Background: an optimization exercise with open tools, aiming at small area. Do not read the settings as production practice. The RTL was checked by simulation tests, not by an equivalence proof against the original design. The clock input has no modelled driver; a real chip could not lean on it and would need a root buffer or a full tree. Power figures rest on the tool's default switching activity, not on a simulated workload.

rev 12:
==> flow/design.v (excerpt) <==
module top
(
    input  wire i_clk,
    input  wire i_reset,
    input  wire i_uartRx,
    output wire o_uartTx
);
Size in the first run: ~39 flip-flops, ~4 I/O pins, about 1600 um2 of cells after synthesis.
export LEC_CHECK = 0
export CAP_MARGIN = 20
export CORE_MARGIN = 2
export CORE_UTILIZATION = 40
export GPL_TIMING_DRIVEN = 0
export PLACE_DENSITY = 0.95
export SLEW_MARGIN = 20
create_clock -name core_clock -period 10.0 [get_ports {i_clk}]
standard.sh (not shown) runs the stock make flow with config.mk's settings and CLKGATE_MAP_FILE= SYNTH_SCRIPT=/design/flow/synth_recipe.tcl, a recipe that flattens the netlist after the stock synthesis.
==> flow/flow/run.sh <==
#!/bin/bash
# Own flow: the standard layout with these changes.
#  - synthesis: ABC maps the logic with area-oriented scripts and keeps the
#    smallest mapping (flow/synth.tcl); the registers are those of the
#    standard synthesis.
#  - clock tree: the clock port drives four clock buffers, each driving the
#    clock pins of one quarter of the registers (flow/pre_cts.tcl).
#  - port buffers: every input and output port gets a buf_1 buffer.
# Each tool's output goes to a log file in this folder.
set -euo pipefail
W=$(pwd)
export PRE_CTS_TCL=$W/flow/pre_cts.tcl
export CLK_LEAF_BUF=sky130_fd_sc_hd__clkbuf_4
export CLK_LEAF_SPLITS=2
export CLK_LEAF_STRIPS=3
export BUFFER_PORTS_ARGS="-buffer_cell sky130_fd_sc_hd__buf_1"
# synthesis: standard.sh's make command with our synthesis script
sed "s#$W/synth_recipe.tcl#$W/flow/synth.tcl#" standard.sh > synth_step.sh
grep -q "$W/flow/synth.tcl" synth_step.sh
bash synth_step.sh synth > synth.log 2>&1
# the rest of the standard layout (synthesis results are up to date)
bash standard.sh > layout.log 2>&1
==> flow/flow/pre_cts.tcl <==
# Clock tree: the clock port drives a few clock buffers directly, each placed at
# the centre of one group of registers and driving that group's clock pins
# (in place of the tree that clock_tree_synthesis builds).
proc cf_centre {iterms} {
  set sx 0; set sy 0; set n 0
  foreach it $iterms {
    set box [[$it getInst] getBBox]
    set sx [expr {$sx + ([$box xMin] + [$box xMax]) / 2}]
    set sy [expr {$sy + ([$box yMin] + [$box yMax]) / 2}]
    incr n
  }
  return [list [expr {$sx / $n}] [expr {$sy / $n}]]
}
proc cf_sorted {iterms axis} {
  set keyed {}
  foreach it $iterms {
    set box [[$it getInst] getBBox]
    if {$axis eq "x"} { set k [expr {[$box xMin] + [$box xMax]}] } else { set k [expr {[$box yMin] + [$box yMax]}] }
    lappend keyed [list $k $it]
  }
  set out {}
  foreach p [lsort -integer -index 0 $keyed] { lappend out [lindex $p 1] }
  return $out
}
proc cf_split {iterms axis} {
  set s [cf_sorted $iterms $axis]
  set h [expr {[llength $s] / 2}]
  return [list [lrange $s 0 [expr {$h - 1}]] [lrange $s $h end]]
}
proc clock_tree_synthesis {args} {
  set block [ord::get_db_block]
  set master [[ord::get_db] findMaster $::env(CLK_LEAF_BUF)]
  set clknet [$block findNet i_clk]
  set sinks [$clknet getITerms]
  set groups [list $sinks]
  if {[info exists ::env(CLK_LEAF_STRIPS)]} {
    # three groups: a third of the registers by x, then the rest halved by y
    set s [cf_sorted $sinks x]
    set k [expr {[llength $s] / 3}]
    set groups [list [lrange $s 0 [expr {$k - 1}]]]
    foreach h [cf_split [lrange $s $k end] y] { lappend groups $h }
  } else {
    foreach axis [lrange {x y} 0 [expr {$::env(CLK_LEAF_SPLITS) - 1}]] {
      set next {}
      foreach g $groups { foreach h [cf_split $g $axis] { if {[llength $h]} { lappend next $h } } }
      set groups $next
    }
  }
  set k 0
  foreach g $groups {
    set inst [odb::dbInst_create $block $master clkbuf_leaf_$k]
    set bnet [odb::dbNet_create $block clk_leaf_$k]
    $bnet setSigType CLOCK
    lassign [cf_centre $g] x y
    $inst setLocation $x $y
    $inst setPlacementStatus PLACED
    foreach it $g { $it disconnect; $it connect $bnet }
    [$inst findITerm A] connect $clknet
    [$inst findITerm X] connect $bnet
    puts "clock: clkbuf_leaf_$k ([$master getName]) drives [llength $g] register clock pins"
    incr k
  }
}
==> flow/flow/synth.tcl <==
# synth_recipe.tcl (the standard synthesis) with two changes, both in how the
# logic between the registers is mapped (the registers are untouched):
#  - ABC maps the logic with area-oriented scripts instead of ORFS's speed
#    script: each script in cf_abc_scripts maps the same netlist, and the
#    mapping with the smallest cell area is kept;
#  - adders are not pre-mapped to half/full adder cells (ABC maps them too).
set cf_abc_scripts {}
foreach seed {10} {
  lappend cf_abc_scripts "&get -n; &st; &deepsyn -S $seed -T 50; &nf -a -R 1000; &put"
}
foreach seed {} {
  lappend cf_abc_scripts "&get -n; &st; &deepsyn -S $seed -T 50; &dch -f; &nf -a -R 1000; &put"
}
proc synth {args} { yosys synth -nofsm -noshare {*}$args }
proc cf_area {lib file} {
  yosys tee -q -o $file stat -liberty $lib
  set fh [open $file r]; set text [read $fh]; close $fh
  if {![regexp {Chip area for module '\\top': ([0-9.]+)} $text -> area]} { error "no area in $file" }
  return $area
}
proc abc {args} {
  set lib [lindex $args [expr {[lsearch -exact $args -liberty] + 1}]]
  set i [lsearch -exact $args -script]
  yosys design -save cf_before_abc
  set best_area 1e18
  set k 0
  foreach text $::cf_abc_scripts {
    set script $::env(OBJECTS_DIR)/cf_abc_$k.script
    set fh [open $script w]; puts $fh [join [split $text ";"] "\n"]; close $fh
    yosys design -load cf_before_abc
    lset args [expr {$i + 1}] $script
    yosys abc {*}$args
    set area [cf_area $lib $::env(OBJECTS_DIR)/cf_abc_$k.stat]
    puts "abc mapping $k ($text): area $area"
    if {$area < $best_area} { set best_area $area; set best $k; yosys design -save cf_best }
    incr k
  }
  yosys design -load cf_best
  puts "abc: kept mapping $best, area $best_area"
}
proc extract_fa {args} { puts "extract_fa skipped" }
source $::env(SCRIPTS_DIR)/synth.tcl
# left out here: clear keep_hierarchy, flatten, clean up, hide names made inside functions, write 1_2_yosys.v
Rev 12 reached the end of the flow, and the finished layout is clean on the timing, DRC and antenna checks.
Input-level comparison between rev 13 and rev 12:
Settings: PLACE_DENSITY: 0.95 -> unset.
-- flow/flow/run.sh --
<<< rev 12, line 13
export CLK_LEAF_BUF=sky130_fd_sc_hd__clkbuf_4
export CLK_LEAF_SPLITS=2
export CLK_LEAF_STRIPS=3
export BUFFER_PORTS_ARGS="-buffer_cell sky130_fd_sc_hd__buf_1"
# synthesis: standard.sh's make command with our synthesis script
>>> rev 13, line 13
export CLK_LEAF_BUF=sky130_fd_sc_hd__clkbuf_4
export CLK_LEAF_SPLITS=2
export BUFFER_PORTS_ARGS="-buffer_cell sky130_fd_sc_hd__buf_1"
# synthesis: standard.sh's make command with our synthesis script
-- flow/flow/pre_cts.tcl --
<<< rev 12, line 34
  set sinks [$clknet getITerms]
  set groups [list $sinks]
  if {[info exists ::env(CLK_LEAF_STRIPS)]} {
    # three groups: a third of the registers by x, then the rest halved by y
    set s [cf_sorted $sinks x]
    set k [expr {[llength $s] / 3}]
    set groups [list [lrange $s 0 [expr {$k - 1}]]]
    foreach h [cf_split [lrange $s $k end] y] { lappend groups $h }
  } else {
    foreach axis [lrange {x y} 0 [expr {$::env(CLK_LEAF_SPLITS) - 1}]] {
      set next {}
      foreach g $groups { foreach h [cf_split $g $axis] { if {[llength $h]} { lappend next $h } } }
      set groups $next
    }
  }
  set k 0
>>> rev 13, line 34
  set sinks [$clknet getITerms]
  set groups [list $sinks]
  foreach axis [lrange {x y} 0 [expr {$::env(CLK_LEAF_SPLITS) - 1}]] {
    set next {}
    foreach g $groups { foreach h [cf_split $g $axis] { if {[llength $h]} { lappend next $h } } }
    set groups $next
  }
  set k 0
-- flow/flow/synth.tcl --
<<< rev 12, line 6
#  - adders are not pre-mapped to half/full adder cells (ABC maps them too).
set cf_abc_scripts {}
foreach seed {10} {
  lappend cf_abc_scripts "&get -n; &st; &deepsyn -S $seed -T 50; &nf -a -R 1000; &put"
}
foreach seed {} {
  lappend cf_abc_scripts "&get -n; &st; &deepsyn -S $seed -T 50; &dch -f; &nf -a -R 1000; &put"
}
>>> rev 13, line 6
#  - adders are not pre-mapped to half/full adder cells (ABC maps them too).
set cf_abc_scripts {}
foreach seed {0 1 2 3 4 5 6 7 8 9} {
  lappend cf_abc_scripts "&get -n; &st; &deepsyn -S $seed -T 50; &nf -a -R 1000; &put"
}
foreach seed {10 11} {
  lappend cf_abc_scripts "&get -n; &st; &deepsyn -S $seed -T 50; &dch -f; &nf -a -R 1000; &put"
}
### Flow results
Rev 13 ended with every stage complete and zero timing, DRC or antenna violations. Rev 12 → rev 13: per-cell routed wire length -0.077 um; power per unit of standard cell area shows an increase of 1.9%; net count of the mapped netlist picked up an extra 1.3%; sequential share of layout area now sits at about the same level. Row maximum clock skew at final layout: rev 13 higher / rev 12 lower. Diff rev 12 -> rev 13 | final hold slack | decrease of 0.012 ns. Die area | rev 13 < rev 12.
In every run of this note, the design's own scripts or RTL, not TritonCTS, make the clock network.

---

Another version of the RTL of top (not shown whole).
Size: roughly 160 cells after synthesis, ~41 flip-flops, ~4 I/O pins.
Settings: LEC_CHECK=0, CAP_MARGIN=20, CORE_MARGIN=2, CORE_UTILIZATION=40, SLEW_MARGIN=20; clock period 10.0 ns.
==> flow/flow/run.sh <==
#!/bin/bash
# Own flow: the standard layout with two changes.
#  - synthesis: ABC maps the logic with an area-oriented script (flow/synth.tcl,
#    flow/area.script); the registers are those of the standard synthesis.
#  - clock tree: the clock port drives four clock buffers, each driving the
#    clock pins of one quarter of the registers (flow/pre_cts.tcl).
# Each tool's output goes to a log file in this folder.
set -euo pipefail
W=$(pwd)
export PRE_CTS_TCL=$W/flow/pre_cts.tcl
export CLK_LEAF_BUF=sky130_fd_sc_hd__clkbuf_4
export CLK_LEAF_SPLITS=2
# synthesis: standard.sh's make command with our synthesis script
sed "s#$W/synth_recipe.tcl#$W/flow/synth.tcl#" standard.sh > synth_step.sh
grep -q "$W/flow/synth.tcl" synth_step.sh
bash synth_step.sh synth > synth.log 2>&1
# the rest of the standard layout (synthesis results are up to date)
bash standard.sh > layout.log 2>&1
Other scripts of this flow, unchanged in this note and not shown: flow/flow/area.script, flow/flow/pre_cts.tcl, flow/flow/synth.tcl
The starting point finished with timing, DRC and antenna clean.
Rerun with:
Settings changed: CORE_UTILIZATION 40 to 65.
- The new run completed with no timing, DRC or antenna violations
- worst setup slack loses 0.061 ns
- critical path depth is unchanged
- worst hold slack barely changes
- power fell by 0.47%
- final cell count fell by 9.1%
- utilization rose by 28 points
- wire length rose by 7.6%
- final area fell by 1.4%
- sequential share of layout area rose by 0.75 points
- area after synthesis does not change
No run of this note takes its clock network from TritonCTS; it comes from the design's own scripts or RTL.

---

The RTL this note starts from:
==> flow/design.v <==
`timescale 1ns/1ps
module top
(
    input  wire i_clk,
    input  wire i_reset,
    input  wire i_uartRx,
    output wire o_uartTx
);
reg  [4:0] cnt;
wire       tick = (cnt == 5'd19);
wire       cnt0 = (cnt == 5'd0);
always @(posedge i_clk)
    if (i_reset | tick) cnt <= 5'd0;
    else                cnt <= cnt + 5'd1;
reg  [3:0] rm;
reg  [3:0] rs;
wire       r_idle = (rm == 4'd1);
wire       r_bnd  = tick & (rs == 4'd15);
wire       sample = r_bnd & rm[3];
wire       done   = r_bnd & (rm == 4'd0) & i_uartRx;
always @(posedge i_clk) begin
    if (i_reset)
        rm <= 4'd1;
    else if (r_idle) begin
        if (~i_uartRx) rm <= 4'd7;
    end
    else if (r_bnd)
        rm <= rm + 4'd1;
    if (r_idle)     rs <= 4'd8;
    else if (tick)  rs <= rs + 4'd1;
end
reg  [1:0] ph;
reg  [3:0] st;           
reg  [7:0] A;            
reg  [7:0] R;            
reg  [3:0] cls;          
reg        X;            
reg        cy;           
wire ph3   = (ph == 2'd3);
wire txsh  = cnt0 & (st == 4'd0) & ((ph == 2'd0) | (ph3 & ~X));
wire comp  = ph3 & st[3];
wire SH    = cls[3];
wire a = A[0];
wire b = R[0];
reg  f;
always @(*) begin
    case (cls[2:0])
        3'b000, 3'b010: f = a ^ b ^ cy;
        3'b100:         f = a & b;
        3'b101:         f = a | b;
        3'b110:         f = a ^ b;
        3'b111:         f = ~(a | b);
        default:        f = 1'b0;
    endcase
end
wire ai   = a ^ cls[1];
wire cout = (ai & b) | (ai & cy) | (b & cy);
wire [2:0] j = st[2:0];
wire shwin = j[2] | (j[1] & j[0]) |
             (j == 3'd2 & cnt[4:2] == 3'd0) |
             (j == 3'd1 & cnt[4:1] == 4'd0) |
             (j == 3'd0 & cnt0);
wire [5:0] op = R[5:0];
wire op_sh = (op[5:1] == 5'b00001);
wire op_ar = op[5] & ~op[4] & ~op[3] & ~(~op[2] & op[0]);
wire op_ok = op_sh | op_ar;
always @(posedge i_clk) begin
    if (i_reset) begin
        ph <= 2'd0;
        st <= 4'd0;
        A  <= 8'hff;
        X  <= 1'b1;
    end
    else begin
        if (done)
            ph <= ph + 2'd1;
        else if (txsh & ph3)
            ph <= 2'd0;
        if (done & (ph == 2'd2)) st <= 4'd0;
        else if (tick)           st <= st + 4'd1;
        if (sample & (ph == 2'd1))
            A <= {i_uartRx, A[7:1]};
        else if (txsh)
            A <= {1'b1, A[7:1]};
        else if (comp & ~SH & tick)
            A <= {f, A[7:1]};
        else if (comp & SH & b & shwin)
            A <= {cls[0] & A[7], A[7:1]};
        if (ph3 & X & (cnt == 5'd5))
            X <= 1'b0;
        else if (txsh)
            X <= A[0];
    end
    if (sample | (comp & tick))
        R <= {i_uartRx, R[7:1]};
    cy <= comp & (tick ? cout : cy);
    if (done & (ph == 2'd0))
        cls <= {op_sh, op[2] & op_ok, op[1] & op_ok, op[0] | ~op_ok};
end
assign o_uartTx = X;
endmodule
clock: 10.0 ns
lec_check: 0
cap_margin: 20
core_margin: 2
core_utilization: 40
slew_margin: 20
run.sh (not shown) runs the stock make flow with config.mk's settings and CLKGATE_MAP_FILE= SYNTH_SCRIPT=/design/flow/synth_recipe.tcl, a recipe that flattens the netlist after the stock synthesis.
Stock flow here: none of the scripts above is used.
Rerun with:
==> flow/flow/run.sh (new file) <==
#!/bin/bash
# Own flow: the standard layout, with the synthesis step's ABC mapping done by
# an area-oriented script.  Each tool's output goes to a log file here.
set -euo pipefail
W=$(pwd)
# synthesis: standard.sh's make command with our synthesis script
sed "s#$W/synth_recipe.tcl#$W/flow/synth.tcl#" standard.sh > synth_step.sh
grep -q "$W/flow/synth.tcl" synth_step.sh
bash synth_step.sh synth > synth.log 2>&1
# the rest of the standard layout (synthesis results are up to date)
bash standard.sh > layout.log 2>&1
==> flow/flow/area.script (new file) <==
&get -n
&st
&deepsyn -T 60
&nf -a -R 1000
&put
==> flow/flow/synth.tcl (new file) <==
# synth_recipe.tcl (the standard synthesis) with one change: ABC maps the logic
# with an area-oriented script (flow/area.script) instead of ORFS's speed script,
# and adders are not pre-mapped to half/full adder cells.
set area_abc_script [file normalize [file join [file dirname [info script]] area.script]]
proc synth {args} { yosys synth -nofsm -noshare {*}$args }
proc abc {args} {
  set i [lsearch -exact $args -script]
  if {$i >= 0} { lset args [expr {$i + 1}] $::area_abc_script }
  puts "abc (area script): $args"
  yosys abc {*}$args
}
# leave adders to ABC as well (no fixed half/full adder cells)
proc extract_fa {args} { puts "extract_fa skipped" }
source $::env(SCRIPTS_DIR)/synth.tcl
# left out here: clear keep_hierarchy, flatten, clean up, hide names made inside functions, write 1_2_yosys.v
==> flow/standard.sh (new file) <==
#!/bin/bash
# synth_recipe.tcl (not shown) runs the flow's synth.tcl, then flattens the netlist and writes it again
# the make line also repeats each setting of config.mk as NAME=value (left out here)
make -C /OpenROAD-flow-scripts/flow DESIGN_CONFIG=/design/flow/config.mk WORK_HOME=/design/flow/orfs CLKGATE_MAP_FILE= SYNTH_SCRIPT=/design/flow/synth_recipe.tcl "${@:-finish}"
removed: flow/run.sh
What happened: Worst setup slack degrades by 0.20 ns; global-route usage went down by 0.11 points; non-clock buffer count stays the same; wire length fell by a quarter to a third; synthesized area drops by about a fifth; power goes down by roughly a tenth; flip-flop and latch count stays the same; die area went down by about a fifth; core utilization goes up by 0.84 points; clock skew is about the same.
Rerun with:
--- a/flow/flow/run.sh
+++ b/flow/flow/run.sh
@@ -5,0 +6 @@
+export AREA_ABC_SCRIPT=$W/flow/area.script
==> flow/flow/synth.tcl (replaced) <==
# synth_recipe.tcl (the standard synthesis) with one change: ABC maps the logic
# with an area-oriented script (flow/area.script) instead of ORFS's speed script.
proc synth {args} { yosys synth -nofsm -noshare {*}$args }
proc abc {args} {
  set i [lsearch -exact $args -script]
  if {$i >= 0} { lset args [expr {$i + 1}] $::env(AREA_ABC_SCRIPT) }
  puts "abc (area script): $args"
  yosys abc {*}$args
}
source $::env(SCRIPTS_DIR)/synth.tcl
# left out here: clear keep_hierarchy, flatten, clean up, hide names made inside functions, write 1_2_yosys.v
Outcome:
- die area rose by about 14%
- worst setup slack improved by 0.22 ns
- clock power rose by about 32%
Rerun with:
--- a/flow/flow/run.sh
+++ b/flow/flow/run.sh
@@ -6 +5,0 @@
-export AREA_ABC_SCRIPT=$W/flow/area.script
--- a/flow/flow/synth.tcl
+++ b/flow/flow/synth.tcl
@@ -2 +2,3 @@
-# with an area-oriented script (flow/area.script) instead of ORFS's speed script.
+# with an area-oriented script (flow/area.script) instead of ORFS's speed script,
+# and adders are not pre-mapped to half/full adder cells.
+set area_abc_script [file normalize [file join [file dirname [info script]] area.script]]
@@ -6 +8 @@
-  if {$i >= 0} { lset args [expr {$i + 1}] $::env(AREA_ABC_SCRIPT) }
+  if {$i >= 0} { lset args [expr {$i + 1}] $::area_abc_script }
@@ -9,0 +12,2 @@
+# leave adders to ABC as well (no fixed half/full adder cells)
+proc extract_fa {args} { puts "extract_fa skipped" }
--- a/flow/config.mk
+++ b/flow/config.mk
@@ -10,0 +11,3 @@
+export CTS_BUF_LIST = sky130_fd_sc_hd__clkbuf_8
+export CTS_CLUSTER_DIAMETER = 500
+export CTS_CLUSTER_SIZE = 50
After rerunning: Count of clock-buffer cells in the layout is unchanged; setup slack got worse by 0.22 ns; routed wire length decreases by 17%; total power decreases by 11%; area after synthesis decreases by 13%.

==> re-timing with driven ports <==
In the flow no input, the clock included, has a driving cell. The finished layouts below were timed again as built, in two steps.
Step 1: set_driving_cell puts a clkbuf_16 on i_clk and a buf_2 on each other input, an assumption about the parent block.
Step 2 also shifts input and output timing later by t, the mid clock arrival at the registers, as if the neighbouring blocks saw the same clock.
a / b / c = ideal ports / drivers / drivers and shift; a / b = the first two.
run | shift t [ns] | setup slack, ns | worst slew at a driven data input, ns
rev 12 | 0.215 | 7.015 / 7.028 / 6.813 | 0.03
rev 13 | 0.205 | 7.001 / 7.027 / 6.823 | 0.03
the first run of note 2 | 0.209 | 6.418 / 6.439 / 6.231 | 0.03
the second run of note 2 | 0.202 | 6.357 / 6.379 / 6.177 | 0.03
the first run of note 3 | 0.318 | 6.742 / 6.716 / 6.452 | 0.03
the second run of note 3 | 0.314 | 6.543 / 6.547 / 6.233 | 0.03
the third run of note 3 | 0.321 | 6.764 / 6.753 / 6.448 | 0.03
the fourth run of note 3 | 0.315 | 6.540 / 6.544 / 6.230 | 0.03
After both steps every run listed still meets setup and hold. For the third run of note 3, which loses most, drivers alone change the setup slack by -0.011 ns; drivers and shift together by -0.316 ns.
